Source: an optimization exercise on an open RTL-to-GDS flow (aim: small area). Production flows keep margins and buffers that such runs may drop. Only simulation tests tie the RTL to the original design; equivalence was not proved. Power and IR drop assume default switching activity.

==> run Z <==
Design myname, start of the top module:
module myname(M,dotout,selout,clk,rst);
input clk;
input rst;
output wire [3:0] M;
output wire [15:0] dotout;
output reg [3:0] selout;
assign M=4'b0110;
reg [8:0] cnt;
reg [3:0] d;
wire [3:0] sel = selout;
wire [3:0] dn;
wire wrap = ~cnt[0] & ~cnt[1] & ~cnt[2] & ~cnt[4] & ~cnt[5] & ~cnt[6] & ~cnt[7];
always @(posedge clk) begin
  if(rst) begin selout<=4'd0; cnt<=9'd256; d<=4'd10; end
  else begin
    selout<=selout+4'd1;
    cnt<={cnt[7], cnt[6], cnt[5], cnt[4]^wrap, cnt[3], cnt[2], cnt[1], cnt[0]^wrap, cnt[8]^cnt[4]};
    if(wrap) d<=dn;
  end
end
wire n29, n30, n31, n32, n33, n34, n35, n36, n37, n38, n39, n40, n41, n42, n43, n44, n45, n46, n48, n49, n50, n51, n52, n53, n54, n55, n56, n57, n58, n59, n60, n61, n62, n63, n64, n65, n66, n67, n68, n69, n70, n71, n72, n73, n74, n75, n76, n77, n78, n79, n80, n81, n82, n83, n84, n85, n86, n87, n88, n89, n90, n91, n92, n93, n94, n95, n96, n97, n98, n99, n100, n101, n102, n103, n104, n105, n106, n107, n108, n109, n110, n111, n112, n113, n114, n115, n116, n117, n118, n119, n120, n121, n122, n123, n124, n125, n126, n127, n128, n129, n130, n132, n133, n134, n135, n136, n138, n139, n140, n141, n142, n143, n144, n145, n146, n147, n148, n149, n150, n151, n152, n153, n154, n155, n156, n157, n158, n159, n160, n161, n162, n165, n166, n167, n168, n169, n170, n171, n172, n174, n176, n178, n180, n181, n184, n185, n186, n187, n188, n190, n191, n192, n193, n194, n196, n198, n199, n201, n202, n203;
assign n29 = ~sel[0];
assign n30 = ~sel[1];
assign n31 = ~sel[2];
assign n32 = ~sel[3];
assign n33 = ~d[0];
assign n34 = ~d[1];
assign n35 = ~d[2];
assign n36 = ~d[3];
assign n37 = ~d[1] & ~d[3];
assign n38 = ~n37;
assign n39 = ~n35 & ~n38;
assign n40 = ~n39;
assign n41 = ~n33 | ~n39;
assign n42 = ~n30 & ~sel[2];
assign n43 = ~n42;
assign n44 = ~sel[0] & ~n32;
assign n45 = ~n44;
assign n46 = ~n42 | ~n45;
assign dotout[1] = ~n41 & ~n46;
assign n48 = ~n29 & ~sel[3];
assign n49 = ~n44 & ~n48;
assign n50 = ~n49;
assign n51 = ~n41 & ~n50;
assign n52 = ~n30 | ~sel[2];
assign n53 = ~sel[3] & ~n52;
assign n54 = ~n29 | ~n53;
assign n55 = ~n30 & ~n32;
assign n56 = ~n55;
assign n57 = ~n54 | ~n43 | ~n56;
assign n58 = ~n51 | ~n57;
assign n59 = ~d[1] | ~n36;
  ...
export LEC_CHECK = 0
export ABC_AREA = 1
export CAP_MARGIN = 20
export CORE_MARGIN = 2
export CORE_UTILIZATION = 40
export CTS_BUF_LIST = sky130_fd_sc_hd__clkbuf_4
export GPL_TIMING_DRIVEN = 0
export SLEW_MARGIN = 20
create_clock -name core_clock -period 5.0 [get_ports {clk}]
standard.sh (not shown) runs the stock make flow with config.mk's settings and CLKGATE_MAP_FILE= SYNTH_SCRIPT=/design/flow/synth_recipe.tcl, a recipe that flattens the netlist after the stock synthesis.
==> flow/flow/run.sh <==
#!/bin/bash
# Own layout flow: the standard synthesis, then its combinational logic re-mapped
# with flow/abc.script (registers, their names and cell types unchanged), then
# the standard ORFS flow with single-size port buffers.
set -euo pipefail
HERE=$(pwd)
FLOWDIR=$HERE/flow
RES=$HERE/orfs/results/sky130hd/myname/base
LIB=$FLOW_HOME/platforms/sky130hd/lib/sky130_fd_sc_hd__tt_025C_1v80.lib
# the platform's don't-use cells (platforms/sky130hd/config.mk)
DONT_USE="sky130_fd_sc_hd__lpflow_bleeder_1 sky130_fd_sc_hd__lpflow_clkbufkapwr_1 sky130_fd_sc_hd__lpflow_clkbufkapwr_16 sky130_fd_sc_hd__lpflow_clkbufkapwr_2 sky130_fd_sc_hd__lpflow_clkbufkapwr_4 sky130_fd_sc_hd__lpflow_clkbufkapwr_8 sky130_fd_sc_hd__lpflow_clkinvkapwr_1 sky130_fd_sc_hd__lpflow_clkinvkapwr_16 sky130_fd_sc_hd__lpflow_clkinvkapwr_2 sky130_fd_sc_hd__lpflow_clkinvkapwr_4 sky130_fd_sc_hd__lpflow_clkinvkapwr_8 sky130_fd_sc_hd__lpflow_decapkapwr_12 sky130_fd_sc_hd__lpflow_decapkapwr_3 sky130_fd_sc_hd__lpflow_decapkapwr_4 sky130_fd_sc_hd__lpflow_decapkapwr_6 sky130_fd_sc_hd__lpflow_decapkapwr_8 sky130_fd_sc_hd__lpflow_inputiso0n_1 sky130_fd_sc_hd__lpflow_inputiso0p_1 sky130_fd_sc_hd__lpflow_inputiso1n_1 sky130_fd_sc_hd__lpflow_inputiso1p_1 sky130_fd_sc_hd__lpflow_inputisolatch_1 sky130_fd_sc_hd__lpflow_isobufsrc_1 sky130_fd_sc_hd__lpflow_isobufsrc_16 sky130_fd_sc_hd__lpflow_isobufsrc_2 sky130_fd_sc_hd__lpflow_isobufsrc_4 sky130_fd_sc_hd__lpflow_isobufsrc_8 sky130_fd_sc_hd__lpflow_isobufsrckapwr_16 sky130_fd_sc_hd__lpflow_lsbuf_lh_hl_isowell_tap_1 sky130_fd_sc_hd__lpflow_lsbuf_lh_hl_isowell_tap_2 sky130_fd_sc_hd__lpflow_lsbuf_lh_hl_isowell_tap_4 sky130_fd_sc_hd__lpflow_lsbuf_lh_isowell_4 sky130_fd_sc_hd__lpflow_lsbuf_lh_isowell_tap_1 sky130_fd_sc_hd__lpflow_lsbuf_lh_isowell_tap_2 sky130_fd_sc_hd__lpflow_lsbuf_lh_isowell_tap_4 sky130_fd_sc_hd__probe_p_8 sky130_fd_sc_hd__probec_p_8"
DU_ARGS=$(for c in $DONT_USE; do printf -- "-dont_use %s " $c; done)
EXTRA=()
[[ -f $FLOWDIR/make_args.txt ]] && mapfile -t EXTRA < <(grep -v '^#' $FLOWDIR/make_args.txt | grep .)
bash standard.sh synth > standard_synth.log 2>&1
if [[ -f $FLOWDIR/abc.script ]]; then
  cp $RES/1_2_yosys.v $HERE/std_1_2_yosys.v
  cat > remap.ys <<EOT
read_liberty -overwrite -ignore_miss_func -setattr liberty_cell $LIB
blackbox sky130_fd_sc_hd__dfxtp_1 sky130_fd_sc_hd__dfxtp_2 sky130_fd_sc_hd__dfxtp_4
read_verilog $HERE/std_1_2_yosys.v
hierarchy -top myname
flatten
rename -hide w:*.*
opt_clean -purge
delete A:liberty_cell
read_liberty -lib $LIB
abc -script $FLOWDIR/abc.script -liberty $LIB $DU_ARGS
opt_clean -purge
hilomap -singleton -hicell sky130_fd_sc_hd__conb_1 HI -locell sky130_fd_sc_hd__conb_1 LO
stat -liberty $LIB
check -assert
write_verilog -noattr -nohex -nodec $RES/1_2_yosys.v
EOT
  yosys -l remap.log remap.ys > /dev/null 2>&1
  rm -f $RES/1_synth.odb $RES/1_synth.sdc
fi
bash standard.sh "${EXTRA[@]}" finish > standard_finish.log 2>&1
==> flow/flow/abc.script <==
strash; dch; map -B 0.9; mfs2; strash; dch; map -B 0.9; mfs2; strash; dch; map -B 0.9
Other scripts of this flow, unchanged in this note and not shown: flow/flow/make_args.txt
==> run K: changes against run Z <==
==> flow/flow/abc.script (replaced) <==
strash; dch; map -B 0.9; mfs2; strash; dch; map -B 0.9
--- a/flow/config.mk
+++ b/flow/config.mk
@@ -9,5 +9,5 @@
 export CAP_MARGIN = 20
 export CORE_MARGIN = 2
-export CORE_UTILIZATION = 40
+export CORE_UTILIZATION = 50
 export CTS_BUF_LIST = sky130_fd_sc_hd__clkbuf_4
 export GPL_TIMING_DRIVEN = 0
==> run E: changes against run Z <==
==> flow/flow/abc.script (replaced) <==
strash; dch; map -B 0.9; mfs2; strash; dch; map -B 0.9
==> comparison table <==
quantity	run E	run Z	run K
Vias post-DR	1877	1864	1893
Per-instance average area after synthesis	5.40 µm²	5.51 µm²	5.40 µm²
Layout-stage area growth over the synthesis result	10.7%	10.8%	9.38%
Shortest clock period the worst path allows after layout	4310 ps	4490 ps	4420 ps
Total half-perimeter wirelength after legalization and detailed placement	3740 µm	3650 µm	3690 µm
Comb power frac	52.0%	51.6%	51.9%
Routability cong.	0.949	1.02	1.01
Peak fanout along the critical path	11	16	11
Critical path launch point	selout[2]	selout[1]	selout[2]
Die area	4130 µm²	4090 µm²	3360 µm²
Placement row count	21	21	19
Drt initial violations	172	179	222
Share of final-layout standard cells stronger than drive strength 1	1.37%	1.41%	1.37%
Worst setup skew after layout	18.2 ps	26.2 ps	0.476 ps
Reg clk slew, reported paths	70 ps	100 ps	90 ps
Status	no timing/DRC/antenna violations	no timing/DRC/antenna violations	no timing/DRC/antenna violations
Instance count on the critical path	19	16	19
Sequential fraction of design power	35.6%	36.3%	35.5%
Number of cells produced by synthesis	269	261	269
First-pass GRT wire length	8070 µm	8180 µm	7760 µm
Overall global routing resource usage	24.4%	24.7%	29.5%
Met1 WL	2050 µm	1940 µm	2090 µm
Effective utilization at floorplan	42.6%	42.5%	52.7%

static timing again, ports no longer ideal:
No port has a modelled driver above. Below, the same layouts with a new extraction and two added sets of constraints. Step 1: set_driving_cell puts a clkbuf_16 on clk and a buf_2 on each other input, an assumption about the parent block. Step 2 adds t to the input delays and takes it off the output delays; t is the mean of the earliest and latest rising clock arrival at the registers after step 1. Input paths then give back, and output paths get back, about the clock's delay inside the block. Slacks: no drivers / after step 1 / after step 2; pairs: no drivers / after step 1.
| run | t (ns) | slack for setup (ns) | worst setup path at the end | latest minus earliest clock arrival (ns) | pins driven straight from the clock port |
|---|---|---|---|---|---|
| run Z | 0.299 | 0.511 / 0.490 / 0.789 | register to output | 0.027 / 0.026 | 1 |
| run K | 0.299 | 0.577 / 0.557 / 0.857 | register to output | 0.001 / 0.001 | 1 |
| run E | 0.299 | 0.686 / 0.666 / 0.966 | register to output | 0.018 / 0.019 | 1 |
After both steps every run listed still meets setup and hold.
